Context: an optimization exercise on an open-source flow, tuned for small area. The choices shown serve that exercise and are no tape-out recipe.
In this exercise RTL edits were held to simulation tests only and were not proved equivalent to the original.
No activity file was given, so power comes from the tool's default toggle rates.

## risc
module risc(clk, reset, mem_addr, mem_wdata, mem_rdata, mem_read, mem_write,
            rg0, rg1, rg2, rg3, rg4, rg5, rg6, rg7);
clock: 10.0 ns
lec_check: 0
cap_margin: 0
core_margin: 2
core_utilization: 40
gpl_timing_driven: 0
slew_margin: 0
standard.sh (not shown) runs the stock make flow with config.mk's settings and CLKGATE_MAP_FILE= SYNTH_SCRIPT=/design/flow/synth_recipe.tcl, a recipe that flattens the netlist after the stock synthesis.
==> flow/flow/run.sh <==
#!/bin/bash
# The standard layout (standard.sh) with these changes to how the layout
# is made:
#  - synthesis: synth_recipe.tcl unchanged, except that ABC maps the logic with
#    the smallest result of the area scripts flow/area*.abc; see
#    flow/area_synth.tcl;
#  - each port gets a buf_1 as its port buffer;
#  - CTS uses clkbuf_8 cells and no dummy loads.
# make's output goes to standard.log; ORFS's per-step logs stay under orfs/logs.
set -euo pipefail
WORK=$(pwd)
export AREA_ABC_DIR=$WORK/flow
export FLOW_SYNTH_TCL=$WORK/synth_recipe.tcl
export BUFFER_PORTS_ARGS="-buffer_cell sky130_fd_sc_hd__buf_1"
export CTS_ARGS="-sink_clustering_enable -repair_clock_nets -dont_use_dummy_load -buf_list sky130_fd_sc_hd__clkbuf_8"
sed "s|SYNTH_SCRIPT=[^ ]*|SYNTH_SCRIPT=$WORK/flow/area_synth.tcl|" standard.sh > my_standard.sh
grep -q "SYNTH_SCRIPT=$WORK/flow/area_synth.tcl" my_standard.sh
bash my_standard.sh > standard.log 2>&1
==> flow/flow/area1.abc <==
strash
dc2
dch -f
map -a
strash
dc2
dch -f
map -a
strash
dch -f
amap
==> flow/flow/area2.abc <==
strash
dch -f
amap
==> flow/flow/area3.abc <==
strash
dc2
dc2
dch -f
map -a
strash
dch -f
amap
==> flow/flow/area4.abc <==
strash
balance
dc2
dch -f
map -a
strash
balance
dc2
dch -f
amap
==> flow/flow/area5.abc <==
strash
rewrite
refactor
balance
dch -f
map -a
strash
dch -f
amap
==> flow/flow/area6.abc <==
strash
dc2
dch -f
amap
strash
dc2
dch -f
amap
==> flow/flow/area_synth.tcl <==
# The standard flow's synthesis script (synth_recipe.tcl, sourced unchanged) with one
# change: ABC's technology mapping runs each area-oriented script in
# flow/area*.abc in place of ORFS's script and keeps the smallest result.
# Registers are mapped before ABC runs, so they are exactly the standard
# synthesis's; only the combinational mapping differs.
proc abc {args} {
  set i [lsearch -exact $args -script]
  set l [lsearch -exact $args -liberty]
  set lib [lindex $args [expr { $l + 1 }]]
  yosys design -save my_pre_abc
  set best_area ""
  set best_script ""
  foreach script [lsort [glob $::env(AREA_ABC_DIR)/area*.abc]] {
    yosys design -load my_pre_abc
    lset args [expr { $i + 1 }] $script
    yosys abc {*}$args
    set report [tee -q -s result.string stat -liberty $lib]
    if { ![regexp {Chip area for module '[^']*': ([0-9.]+)} $report -> area] } {
      error "no area in stat report"
    }
    puts "area script [file tail $script]: $area"
    if { $best_area eq "" || $area < $best_area } {
      set best_area $area
      set best_script $script
      yosys design -save my_best_abc
    }
  }
  puts "area script chosen: [file tail $best_script] ($best_area)"
  yosys design -load my_best_abc
}
source $::env(FLOW_SYNTH_TCL)
Rerun with:
- CORE_UTILIZATION: 40 -> 60
- GPL_TIMING_DRIVEN: 0 -> not set
After rerunning: Clock-buffer cell count is unchanged. Power went down by 1.7%. Global-route usage went up by 11 points. Routed wire length went down by 6.0%.
Rerun with:
--- a/flow/flow/run.sh
+++ b/flow/flow/run.sh
@@ -5,4 +5,5 @@
 #    the smallest result of the area scripts flow/area*.abc; see
 #    flow/area_synth.tcl;
+#  - buf_4 and larger plain buffers are not used (repair buffers with buf_1/2);
 #  - each port gets a buf_1 as its port buffer;
 #  - CTS uses clkbuf_8 cells and no dummy loads.
@@ -12,4 +13,5 @@
 export AREA_ABC_DIR=$WORK/flow
 export FLOW_SYNTH_TCL=$WORK/synth_recipe.tcl
+export DONT_USE_CELLS="sky130_fd_sc_hd__buf_4 sky130_fd_sc_hd__buf_6 sky130_fd_sc_hd__buf_8 sky130_fd_sc_hd__buf_12 sky130_fd_sc_hd__buf_16"
 export BUFFER_PORTS_ARGS="-buffer_cell sky130_fd_sc_hd__buf_1"
 export CTS_ARGS="-sink_clustering_enable -repair_clock_nets -dont_use_dummy_load -buf_list sky130_fd_sc_hd__clkbuf_8"
- CORE_UTILIZATION: 60 -> 40
Sequential power is about the same.
Worst hold slack degrades by 7.0 ps.
Power goes up by 0.60%.
Rerun with:
--- a/flow/flow/run.sh
+++ b/flow/flow/run.sh
@@ -5,5 +5,4 @@
 #    the smallest result of the area scripts flow/area*.abc; see
 #    flow/area_synth.tcl;
-#  - buf_4 and larger plain buffers are not used (repair buffers with buf_1/2);
 #  - each port gets a buf_1 as its port buffer;
 #  - CTS uses clkbuf_8 cells and no dummy loads.
@@ -13,5 +12,4 @@
 export AREA_ABC_DIR=$WORK/flow
 export FLOW_SYNTH_TCL=$WORK/synth_recipe.tcl
-export DONT_USE_CELLS="sky130_fd_sc_hd__buf_4 sky130_fd_sc_hd__buf_6 sky130_fd_sc_hd__buf_8 sky130_fd_sc_hd__buf_12 sky130_fd_sc_hd__buf_16"
 export BUFFER_PORTS_ARGS="-buffer_cell sky130_fd_sc_hd__buf_1"
 export CTS_ARGS="-sink_clustering_enable -repair_clock_nets -dont_use_dummy_load -buf_list sky130_fd_sc_hd__clkbuf_8"
=> Sequential share of layout area is unchanged. Wire length is unchanged. Core utilization does not change. Cell area does not change. Clock skew stays the same. Total power is unchanged. Maximum frequency stays the same. Flip-flop and latch count does not change. Critical path depth is unchanged.
Rerun with:
--- a/flow/flow/run.sh
+++ b/flow/flow/run.sh
@@ -5,4 +5,6 @@
 #    the smallest result of the area scripts flow/area*.abc; see
 #    flow/area_synth.tcl;
+#  - timing-driven global placement keeps none of its trial resizer changes
+#    (repair_design after placement does the buffering);
 #  - each port gets a buf_1 as its port buffer;
 #  - CTS uses clkbuf_8 cells and no dummy loads.
@@ -12,4 +14,5 @@
 export AREA_ABC_DIR=$WORK/flow
 export FLOW_SYNTH_TCL=$WORK/synth_recipe.tcl
+export GPL_KEEP_OVERFLOW=0
 export BUFFER_PORTS_ARGS="-buffer_cell sky130_fd_sc_hd__buf_1"
 export CTS_ARGS="-sink_clustering_enable -repair_clock_nets -dont_use_dummy_load -buf_list sky130_fd_sc_hd__clkbuf_8"
The changed run went through all stages and came out clean.
Core utilization is higher by 0.42 points.
Area after synthesis is unchanged.
Total power is higher slightly.
Clock power is higher by a few percent.
Sequential share of layout area is lower by 0.48 points.
Sequential power hardly moves.

port drivers added, routing unchanged:
How much do the figures lean on ideal ports? The routed layouts below were timed once more, with nothing changed but the port constraints. Step 1 sets driving cells, clkbuf_16 on the clock port and buf_2 on the other inputs (assumed; they add their load-dependent delay and slew). Step 2 adds t to the input delays and takes it off the output delays; t is the mean of the earliest and latest rising clock arrival at the registers after step 1. Input paths then give back, and output paths get back, about the clock's delay inside the block. a / b / c = no drivers / after step 1 / after step 2; a / b = the first two.
run	shift t [ns]	setup slack, ns	worst setup path at the end	latest minus earliest clock arrival (ns)
the first run	0.480	0.526 / 0.526 / 0.526	register to register	0.033 / 0.033
the second run	0.490	0.490 / 0.490 / 0.490	register to register	0.026 / 0.026
the third run	0.480	0.649 / 0.649 / 0.649	register to register	0.034 / 0.034
the fourth run	0.480	0.649 / 0.649 / 0.649	register to register	0.034 / 0.034
the fifth run	0.506	0.505 / 0.505 / 0.505	register to register	0.037 / 0.036
After both steps every run listed still meets setup and hold.
